Background: an optimization exercise with open tools, aiming at small area. Do not read the settings as production practice.
The RTL was checked by simulation tests, not by an equivalence proof against the original design.
The clock input has no modelled driver; a real chip could not lean on it and would need a root buffer or a full tree.
Power and IR drop assume default switching activity.

Design counter_peripheral, start of the top module:
module counter_peripheral (
    input  logic        clk,
    input  logic        rst_n,
    input  logic        awvalid,
    output logic        awready,
    input  logic [31:0] awaddr,
    input  logic        wvalid,
    output logic        wready,
    input  logic [31:0] wdata,
    input  logic [3:0]  wstrb,
    output logic        bvalid,
    input  logic        bready,
    output logic [1:0]  bresp,
    input  logic        arvalid,
    output logic        arready,
    input  logic [31:0] araddr,
    output logic        rvalid,
    input  logic        rready,
    output logic [31:0] rdata,
    output logic [1:0]  rresp
);
Size in the first run: about 440 cells after synthesis, about 150 I/O pins.
clock: 4.0 ns
lec_check: 0
cap_margin: 20
core_margin: 2
core_utilization: 75
place_density: 0.92
slew_margin: 20
standard.sh (not shown) runs the stock make flow with config.mk's settings and CLKGATE_MAP_FILE= SYNTH_SCRIPT=/design/flow/synth_recipe.tcl, a recipe that flattens the netlist after the stock synthesis.
==> flow/flow/run.sh <==
#!/bin/bash
# The standard layout with changes that only affect area:
#  - after the standard synthesis, its combinational cells are re-mapped by ABC
#    with an area-oriented script (registers are left exactly as synthesized);
#  - ports are buffered with the smallest buffer, buf_1;
#  - the clock tree is a small balanced two-level tree (flow/manual_cts.tcl):
#    clock port -> one root buffer -> a few leaf buffers -> the flip-flops.
set -euo pipefail
HERE=$(pwd)
RES=$HERE/orfs/results/$FLOW_PLATFORM/counter_peripheral/base
export BUFFER_PORTS_ARGS="-buffer_cell sky130_fd_sc_hd__buf_1"
export PRE_CTS_TCL=$HERE/flow/pre_cts.tcl
export MCTS_DIR=$HERE/flow
export MCTS_CLOCK_PORT=clk
export MCTS_LEAF=sky130_fd_sc_hd__buf_12
export MCTS_ROOT=sky130_fd_sc_hd__buf_8
export MCTS_MAX_SINKS=24

bash standard.sh synth > standard_synth.log 2>&1

# Re-map the logic of the standard netlist.
cp $RES/1_2_yosys.v $HERE/standard_netlist.v
printf 'set_driving_cell sky130_fd_sc_hd__buf_1\nset_load 5\n' > $HERE/abc.constr
YOSYS=$FLOW_HOME/../tools/install/yosys/bin/yosys
[[ -x $YOSYS ]] || YOSYS=yosys
LIB=$FLOW_HOME/platforms/$FLOW_PLATFORM/lib/sky130_fd_sc_hd__tt_025C_1v80.lib \
NETLIST_IN=$HERE/standard_netlist.v NETLIST_OUT=$HERE/remapped_netlist.v \
ABC_SCRIPT=$HERE/flow/area.abc ABC_CONSTR=$HERE/abc.constr \
  $YOSYS -c $HERE/flow/remap.ys > remap_yosys.log 2>&1
cp $HERE/remapped_netlist.v $RES/1_2_yosys.v
rm -f $RES/1_synth.odb $RES/1_synth.sdc

bash standard.sh > standard_flow.log 2>&1
Other scripts of this flow, unchanged in this note and not shown: flow/flow/area.abc, flow/flow/manual_cts.tcl, flow/flow/pre_cts.tcl, flow/flow/remap.ys
The starting point ran to the end with no violations.
Edit:
CORE_UTILIZATION = 80   (was 75)
PLACE_DENSITY = not set   (was 0.92)
- The changed run failed in global routing (5_1_grt)
- synthesized cell count is unchanged
- area after synthesis does not change
In the first run of this note the design's own scripts or RTL, not TritonCTS, make the clock network.

---

the previous run:
counter_peripheral again, from the RTL that the note above started with.
==> flow/config.mk <==
export PLATFORM = sky130hd
export DESIGN_NAME = counter_peripheral
export DESIGN_NICKNAME = counter_peripheral
export VERILOG_FILES = /design/flow/design.v
export SDC_FILE = /design/flow/constraint.sdc
export NUM_CORES = 4
export LEC_CHECK = 0
export CAP_MARGIN = 20
export CORE_MARGIN = 2
export CORE_UTILIZATION = 60
export GPL_TIMING_DRIVEN = 0
export SLEW_MARGIN = 20
==> flow/constraint.sdc <==
create_clock -name core_clock -period 4.0 [get_ports {clk}]
set_input_delay 0.8000 -clock core_clock [delete_from_list [all_inputs] [get_ports {clk}]]
set_output_delay 0.8000 -clock core_clock [all_outputs]
set_load 0.01 [all_outputs]
Scripts as last shown in full above: flow/flow/run.sh
Other scripts of this flow, unchanged in this note and not shown: flow/flow/area.abc, flow/flow/manual_cts.tcl, flow/flow/pre_cts.tcl, flow/flow/remap.ys
For the current run, these inputs were changed with respect to the previous run:
diff --git a/flow/config.mk b/flow/config.mk
--- a/flow/config.mk
+++ b/flow/config.mk
@@ -6,7 +6,6 @@
 export NUM_CORES = 4
 export LEC_CHECK = 0
-export CAP_MARGIN = 20
+export CAP_MARGIN = 0
 export CORE_MARGIN = 2
 export CORE_UTILIZATION = 60
-export GPL_TIMING_DRIVEN = 0
-export SLEW_MARGIN = 20
+export SLEW_MARGIN = 0
- The current run -> the previous run: clock slew at the register clock pins of the worst setup and hold paths flat
- From the previous run to the current run the numbers moved as follows: via count rose 1.8%, switching fraction of total power about even, cell count rose about 0.43%.
- The current run gives more met3 routing resource usage after global routing than the previous run did.
- Per the comparison of the current run with the previous run, final setup slack of the worst path now larger, flip-flop and latch power now smaller.
No run of this note takes its clock network from TritonCTS; it comes from the design's own scripts or RTL.

port drivers added, routing unchanged:
The results above use ideal ports. As a check the final layouts listed here were re-extracted and re-timed, cells and wires unchanged.
Step 1 assumes that a clkbuf_16 drives the clock port and a buf_2 every other input.
Step 2 times the ports against the registers' clock, not the clock port: input delays grow and output delays shrink by t, the midpoint of the rising clock arrivals with the driver on.
a / b / c = ideal / step 1 / step 2; a / b = the first two.
run | shift t [ns] | slack for setup (ns) | clock arrival spread, ns
the first run of note 1 | 0.371 | 0.198 / 0.198 / 0.198 | 0.014 / 0.014
the previous run | 0.366 | 0.342 / 0.342 / 0.342 | 0.016 / 0.016
the current run | 0.367 | 0.386 / 0.386 / 0.386 | 0.014 / 0.014
After both steps every run listed still meets setup and hold.
